Source: an optimization exercise on an open RTL-to-GDS flow (aim: small area, a short achievable clock period and few clock cycles per item). Production flows keep margins and buffers that such runs may drop.
Only simulation tests tie the RTL to the original design; equivalence was not proved.

==> module int_div, before the edit <==
module int_div
#(
  parameter int S = 6
)
(
  input clk_i,
  input reset_i,
  input start_i,
  input [23:0] x_i,
  input [23:0] y_i,
  output logic [27:0] q_o,
  output logic sticky_o,
  output logic done_o
);
localparam int W  = 28;
localparam int K  = (28 + S - 1) / S;    
localparam int E  = K * S - 28;          
localparam int QW = K * S;               
localparam int CW = $clog2(K + 1);
logic busy_q;
logic [CW-1:0] cnt_q;
logic [W-1:0] s_q;
logic [W-1:0] c_q;
logic [W-1:0] d_q;       
logic [QW-1:0] p_q;      
logic [QW-1:0] n_q;      
logic [W-1:0] ss [0:S];
logic [W-1:0] cs [0:S];
logic [S-1:0] dp;
logic [S-1:0] dn;
assign ss[0] = s_q;
assign cs[0] = c_q;
genvar i;
generate
  for (i = 0; i < S; i++) begin : g_step
    logic [W-1:0] s2;
    logic [W-1:0] c2;
    logic [W-1:0] dd;
    logic [3:0] est;
    logic pos;
    logic neg;
    assign s2 = {ss[i][W-2:0], 1'b0};
    assign c2 = {cs[i][W-2:0], 1'b0};
    assign est = s2[W-1 -: 4] + c2[W-1 -: 4];
    assign pos = ~est[3];
    assign neg = est[3] & ~(&est[2:0]);
    assign dd = ({W{pos}} & ~d_q) | ({W{neg}} & d_q);
    assign ss[i+1] = s2 ^ c2 ^ dd;
    assign cs[i+1] = {(s2[W-2:0] & c2[W-2:0]) | (s2[W-2:0] & dd[W-2:0]) | (c2[W-2:0] & dd[W-2:0]), pos};
    assign dp[S-1-i] = pos;
    assign dn[S-1-i] = neg;
  end
endgenerate
logic last;      
assign last = busy_q & (cnt_q == CW'(K-1));
assign done_o = last;
always_ff @(posedge clk_i or negedge reset_i) begin
  if (!reset_i) begin
    busy_q <= 1'b0;
    cnt_q  <= '0;
  end else if (start_i) begin
    busy_q <= 1'b1;
    cnt_q  <= '0;
  end else if (busy_q) begin
    busy_q <= ~last;
    cnt_q  <= cnt_q + 1'b1;
  end
end
always_ff @(posedge clk_i) begin
  if (start_i) begin
    s_q <= {{(W-24){1'b0}}, x_i};
    c_q <= '0;
    d_q <= {{(W-25){1'b0}}, y_i, 1'b0};
  end else if (busy_q) begin
    s_q <= ss[S];
    c_q <= cs[S];
    p_q <= {p_q[QW-S-1:0], dp};
    n_q <= {n_q[QW-S-1:0], dn};
  end
end
logic [W-1:0] rem;
logic rem_neg;
logic rem_zero;
logic fix_zero;
logic [W-1:0] fx;
logic [W-1:0] fy;
logic [QW-1:0] q_pn;
logic [QW-1:0] q_pn1;
logic [QW-1:0] q_full;
ks_add #(.W(W)) u_rem (.a_i(s_q), .b_i(c_q), .s_o(rem));
assign rem_neg = rem[W-1];
assign rem_zero = (s_q ^ c_q) == {(s_q[W-2:0] | c_q[W-2:0]), 1'b0};
assign fx = s_q ^ c_q ^ d_q;
assign fy = {(s_q[W-2:0] & c_q[W-2:0]) | (s_q[W-2:0] & d_q[W-2:0]) | (c_q[W-2:0] & d_q[W-2:0]), 1'b0};
assign fix_zero = (fx ^ fy) == {(fx[W-2:0] | fy[W-2:0]), 1'b0};
ks_sub #(.W(QW)) u_qpn (.a_i(p_q), .b_i(n_q), .d_o(q_pn), .co_o());
ks_add #(.W(QW)) u_qpn1 (.a_i(p_q), .b_i(~n_q), .s_o(q_pn1));
assign q_full = rem_neg ? q_pn1 : q_pn;
assign q_o = q_full[QW-1:E];
generate
  if (E > 0) begin : g_e
    assign sticky_o = (rem_neg ? ~fix_zero : ~rem_zero) | (q_full[E-1:0] != '0);
  end else begin : g_ne
    assign sticky_o = (rem_neg ? ~fix_zero : ~rem_zero);
  end
endgenerate
endmodule
==> module int_sqrt, before the edit <==
module int_sqrt
#(
  parameter int S = 5,
  parameter int L0 = 6
)
(
  input clk_i,
  input reset_i,
  input start_i,
  input [25:0] v_i,
  output logic [26:0] q_o,
  output logic sticky_o,
  output logic done_o
);
localparam int K  = (27 - L0 + S - 1) / S;   
localparam int QW = L0 + K * S;          
localparam int E  = QW - 27;             
localparam int RW0 = L0 + 3;             
localparam int RW = QW + 3;              
localparam int CW = (K <= 1) ? 1 : $clog2(K);
logic busy_q;
logic [CW-1:0] cnt_q;
logic [RW-1:0] r_q;
logic [QW-1:0] q_q;
logic [25:0] v_q;
logic [RW-1:0] r [0:S];
logic [QW-1:0] q [0:S];
assign r[0] = r_q;
assign q[0] = q_q;
genvar i;
generate
  for (i = 0; i < S; i++) begin : g_step
    logic [RW-1:0] rp;
    logic [RW-1:0] t;
    logic [RW-1:0] d;
    logic bit_q;
    assign rp = {r[i][RW-3:0], v_q[25-2*i -: 2]};
    assign t = {1'b0, q[i], 2'b01};
    ks_sub #(.W(RW)) u_sub (.a_i(rp), .b_i(t), .d_o(d), .co_o(bit_q));
    assign r[i+1] = bit_q ? d : rp;
    assign q[i+1] = {q[i][QW-2:0], bit_q};
  end
endgenerate
logic [RW0-1:0] r0 [0:L0];
logic [L0-1:0]  q0 [0:L0];
assign r0[0] = '0;
assign q0[0] = '0;
generate
  for (i = 0; i < L0; i++) begin : g_step0
    logic [RW0-1:0] rp;
    logic [RW0-1:0] t;
    logic [RW0:0] d;
    logic bit_q;
    assign rp = {r0[i][RW0-3:0], v_i[25-2*i -: 2]};
    assign t = {1'b0, q0[i], 2'b01};
    assign d = {1'b0, rp} - {1'b0, t};
    assign bit_q = ~d[RW0];
    assign r0[i+1] = bit_q ? d[RW0-1:0] : rp;
    assign q0[i+1] = {q0[i][L0-2:0], bit_q};
  end
endgenerate
logic last;
assign last = busy_q & (cnt_q == CW'(K-1));
assign done_o = last;
always_ff @(posedge clk_i or negedge reset_i) begin
  if (!reset_i) begin
    busy_q <= 1'b0;
    cnt_q  <= '0;
  end else if (start_i) begin
    busy_q <= 1'b1;
    cnt_q  <= '0;
  end else if (busy_q) begin
    busy_q <= ~last;
    cnt_q  <= cnt_q + 1'b1;
  end
end
always_ff @(posedge clk_i) begin
  if (start_i) begin
    r_q <= {{(RW-RW0){1'b0}}, r0[L0]};
    q_q <= {{(QW-L0){1'b0}}, q0[L0]};
    v_q <= {v_i[25-2*L0:0], {(2*L0){1'b0}}};
  end else if (busy_q) begin
    r_q <= r[S];
    q_q <= q[S];
    v_q <= {v_q[25-2*S:0], {(2*S){1'b0}}};
  end
end
assign q_o = q[S][QW-1:E];
generate
  if (E > 0) begin : g_e
    assign sticky_o = (r[S] != '0) | (q[S][E-1:0] != '0);
  end else begin : g_ne
    assign sticky_o = (r[S] != '0);
  end
endgenerate
endmodule
make LEC_CHECK=0 CAP_MARGIN=20 CORE_MARGIN=2 CORE_UTILIZATION=40 SETUP_SLACK_MARGIN=5 SLEW_MARGIN=20 SYNTH_HIERARCHICAL=1 SYNTH_MINIMUM_KEEP_SIZE=200 finish   # period 20.0 ns
run.sh (not shown) runs the stock make flow with config.mk's settings and CLKGATE_MAP_FILE= SYNTH_SCRIPT=/design/flow/synth_recipe.tcl, a recipe that flattens the netlist after the stock synthesis.
Testbench counts at the start, summed over its fixed seeds: cycles 36,437, ops 24,000.
Change:
--- a/flow/design.v
+++ b/flow/design.v
@@ -282,16 +282,12 @@
   end
 end
 always_ff @(posedge clk_i) begin
-  if (start_i) begin
-    s_q <= {{(W-24){1'b0}}, x_i};
-    c_q <= '0;
+  if (start_i)
     d_q <= {{(W-25){1'b0}}, y_i, 1'b0};
-  end else if (busy_q) begin
-    s_q <= ss[S];
-    c_q <= cs[S];
-    p_q <= {p_q[QW-S-1:0], dp};
-    n_q <= {n_q[QW-S-1:0], dn};
-  end
+  s_q <= start_i ? {{(W-24){1'b0}}, x_i} : ss[S];
+  c_q <= start_i ? '0 : cs[S];
+  p_q <= {p_q[QW-S-1:0], dp};
+  n_q <= {n_q[QW-S-1:0], dn};
 end
 logic [W-1:0] rem;
 logic rem_neg;
@@ -467,15 +463,9 @@
   end
 end
 always_ff @(posedge clk_i) begin
-  if (start_i) begin
-    r_q <= {{(RW-RW0){1'b0}}, r0[L0]};
-    q_q <= {{(QW-L0){1'b0}}, q0[L0]};
-    v_q <= {v_i[25-2*L0:0], {(2*L0){1'b0}}};
-  end else if (busy_q) begin
-    r_q <= r[S];
-    q_q <= q[S];
-    v_q <= {v_q[25-2*S:0], {(2*S){1'b0}}};
-  end
+  r_q <= start_i ? {{(RW-RW0){1'b0}}, r0[L0]} : r[S];
+  q_q <= start_i ? {{(QW-L0){1'b0}}, q0[L0]} : q[S];
+  v_q <= start_i ? {v_i[25-2*L0:0], {(2*L0){1'b0}}} : {v_q[25-2*S:0], {(2*S){1'b0}}};
 end
 assign q_o = q[S][QW-1:E];
 generate
After rerunning: Final area came out lower by 1.8%. Via count falls by 2.5%. Clock-buffer cell count is lower by 23. Hold slack gets worse by 0.080 ns. Critical path depth came out higher by 17. Global-route usage stays flat. Non-clock buffer count came out higher by 15. Worst setup slack is better by 0.17 ns. Routed wire length came out lower by 3.5%.
Testbench counts after the change, summed over its fixed seeds: cycles 36,437, ops 24,000.

-- what the ideal ports hide --
In the flow no input, the clock included, has a driving cell. The finished layouts below were timed again as built, in two steps.
Step 1: set_driving_cell puts a clkbuf_16 on clk_i and a buf_2 on each other input, an assumption about the parent block.
Step 2, shift: input delay + t, output delay - t, t = (earliest + latest rising clock arrival at the registers) / 2. This alone moves slack from input paths to output paths.
Slacks: ideal / step 1 / step 2; pairs: ideal / step 1.
run | t (ns) | slack for setup (ns) | latest minus earliest clock arrival (ns)
the first run | 0.831 | 5.076 / 4.976 / 4.532 | 0.076 / 0.076
the second run | 0.832 | 5.247 / 5.156 / 4.519 | 0.055 / 0.055
After both steps every run listed still meets setup and hold. For the second run, which loses most, drivers alone change the setup slack by -0.091 ns; drivers and shift together by -0.728 ns.
